Context: an optimization exercise on an open-source flow, tuned for small area, a short achievable clock period and few clock cycles per item. The choices shown serve that exercise and are no tape-out recipe. Function was checked by simulation only, so behaviour that the tests miss may differ from the original. Power figures rest on the tool's default switching activity, not on a simulated workload.

Design BCDConvert, start of the top module:
module BCDConvert(
    input           clk,
    input           rst,
    input           en,
    input   [11:0]  bin_d_in,
    output  [15:0]  bcd_d_out,
    output          rdy
    );
    wire [11:0] b = bin_d_in;
    reg         rdy_q;
    reg  [13:0] q;
    wire w1 = ((~b[11] & b[9]) | (b[11] & b[10] & ~b[9]));
    wire w2 = ((b[10] & (~b[11] | b[9])));
    wire w3 = ((b[11] & ~b[10] & ~b[9]));
    wire w4 = ((b[11] & (b[10] | b[9])));
    wire w5 = ((~w3 & ~w2 & b[8]) | (w2 & w1 & ~b[8]) | (w3 & ~b[8]));
    wire w6 = ((w1 & (~w2 | b[8])) | (w3 & ~b[8]));
    wire w7 = ((w2 & ~w1 & ~b[8]) | (w3 & b[8]));
    wire w8 = (w3 | (w2 & (w1 | b[8])));
    wire w9 = ((~w7 & ~w6 & b[7]) | (w6 & w5 & ~b[7]) | (w7 & ~b[7]));
    wire w10 = ((w5 & (~w6 | b[7])) | (w7 & ~b[7]));
    wire w11 = ((w6 & ~w5 & ~b[7]) | (w7 & b[7]));
    wire w12 = (w7 | (w6 & (w5 | b[7])));
    wire w13 = ((~w11 & ~w10 & b[6]) | (w10 & w9 & ~b[6]) | (w11 & ~b[6]));
    wire w14 = ((w9 & (~w10 | b[6])) | (w11 & ~b[6]));
    wire w15 = ((w10 & ~w9 & ~b[6]) | (w11 & b[6]));
    wire w16 = (w11 | (w10 & (w9 | b[6])));
    wire w17 = ((~w4 & w12) | (w4 & w8 & ~w12));
    wire w18 = ((w8 & (~w4 | w12)));
    wire w19 = ((w4 & ~w8 & ~w12));
    wire w20 = ((w4 & (w8 | w12)));
    wire w21 = ((~w15 & ~w14 & b[5]) | (w14 & w13 & ~b[5]) | (w15 & ~b[5]));
    wire w22 = ((w13 & (~w14 | b[5])) | (w15 & ~b[5]));
    wire w23 = ((w14 & ~w13 & ~b[5]) | (w15 & b[5]));
    wire w24 = (w15 | (w14 & (w13 | b[5])));
    wire w25 = ((~w19 & ~w18 & w16) | (w18 & w17 & ~w16) | (w19 & ~w16));
  ...
clock: 5.0 ns
lec_check: 0
abc_area: 1
cap_margin: 20
core_margin: 2
core_utilization: 40
slew_margin: 20
run.sh (not shown) runs the stock make flow with config.mk's settings and CLKGATE_MAP_FILE= SYNTH_SCRIPT=/design/flow/synth_recipe.tcl, a recipe that flattens the netlist after the stock synthesis.
The starting point ran to the end with no violations.
Testbench counts at the start, summed over its fixed seeds: cycles 3,200, items 1,600.
Then changed:
==> flow/flow/run.sh (new file) <==
#!/bin/bash
# Standard synthesis and layout; the only change is that the port buffers
# are the platform's smallest buffer (buf_1) instead of the default choice.
set -euo pipefail
bash standard.sh synth > synth.log 2>&1
bash standard.sh "BUFFER_PORTS_ARGS=-buffer_cell sky130_fd_sc_hd__buf_1" finish > layout.log 2>&1
==> flow/standard.sh (new file) <==
#!/bin/bash
# synth_recipe.tcl (not shown) runs the flow's synth.tcl, then flattens the netlist and writes it again
# the make line also repeats each setting of config.mk as NAME=value (left out here)
make -C /OpenROAD-flow-scripts/flow DESIGN_CONFIG=/design/flow/config.mk WORK_HOME=/design/flow/orfs CLKGATE_MAP_FILE= SYNTH_SCRIPT=/design/flow/synth_recipe.tcl "${@:-finish}"
- CTS_BUF_LIST: unset -> sky130_fd_sc_hd__clkbuf_4
- CTS_CLUSTER_SIZE: unset -> 30
removed: flow/run.sh
The changed run passed the timing, DRC and antenna checks; sequential share of layout area goes up by 2.0 points; non-clock buffer count does not change; cell area went down by 11%; total power went down by 15%; area after synthesis stays the same; synthesized cell count stays the same; worst setup slack improved by 0.31 ns; critical path depth stays the same; die area stays the same; via count decreases by 1.5%; cell count is unchanged.
Then changed:
- CTS_BUF_LIST: sky130_fd_sc_hd__clkbuf_4 -> unset
- CTS_CLUSTER_SIZE: 30 -> unset
Via count hardly moves.
Setup slack gains 0.049 ns.
Clock power climbs by 43%.
Then changed:
==> flow/run.sh (new file) <==
#!/bin/bash
# synth_recipe.tcl (not shown) runs the flow's synth.tcl, then flattens the netlist and writes it again
# the make line also repeats each setting of config.mk as NAME=value (left out here)
make -C /OpenROAD-flow-scripts/flow DESIGN_CONFIG=/design/flow/config.mk WORK_HOME=/design/flow/orfs CLKGATE_MAP_FILE= SYNTH_SCRIPT=/design/flow/synth_recipe.tcl finish
- ABC_AREA: 1 -> unset
removed: flow/flow/run.sh
removed: flow/standard.sh
Outcome: Sequential share of layout area falls by 6.4 points. Critical path depth went down by 3. Cell area is higher by 55%. Via count rises by 52%. Die area came out higher by about 50%. Synthesized cell count rises by 25%. Hold slack gains 0.35 ns. Final cell count climbs by 19%. Routed wire length increases by about 110%.

static timing again, ports no longer ideal:
In the flow no input, the clock included, has a driving cell. The finished layouts below were timed again as built, in two steps. Step 1 assumes that a clkbuf_16 drives the clock port and a buf_2 every other input. Step 2 adds t to the input delays and takes it off the output delays; t is the mean of the earliest and latest rising clock arrival at the registers after step 1. Input paths then give back, and output paths get back, about the clock's delay inside the block. a / b / c = ideal ports / drivers / drivers and shift; a / b = the first two.
| run | t (ns) | setup slack, ns | worst hold slack (ns) | worst setup path at the end |
|---|---|---|---|---|
| the first run | 0.256 | 1.728 / 1.710 / 1.965 | 1.201 / 1.203 / 1.459 | register to output |
| the second run | 0.289 | 2.034 / 2.014 / 2.303 | 0.811 / 0.814 / 1.103 | register to output |
| the third run | 0.260 | 2.084 / 2.061 / 2.320 | 0.848 / 0.848 / 1.108 | register to output |
| the fourth run | 0.263 | 0.733 / 0.708 / 0.971 | 1.199 / 1.197 / 1.460 | register to output |
After both steps setup and hold are still met in every run listed.
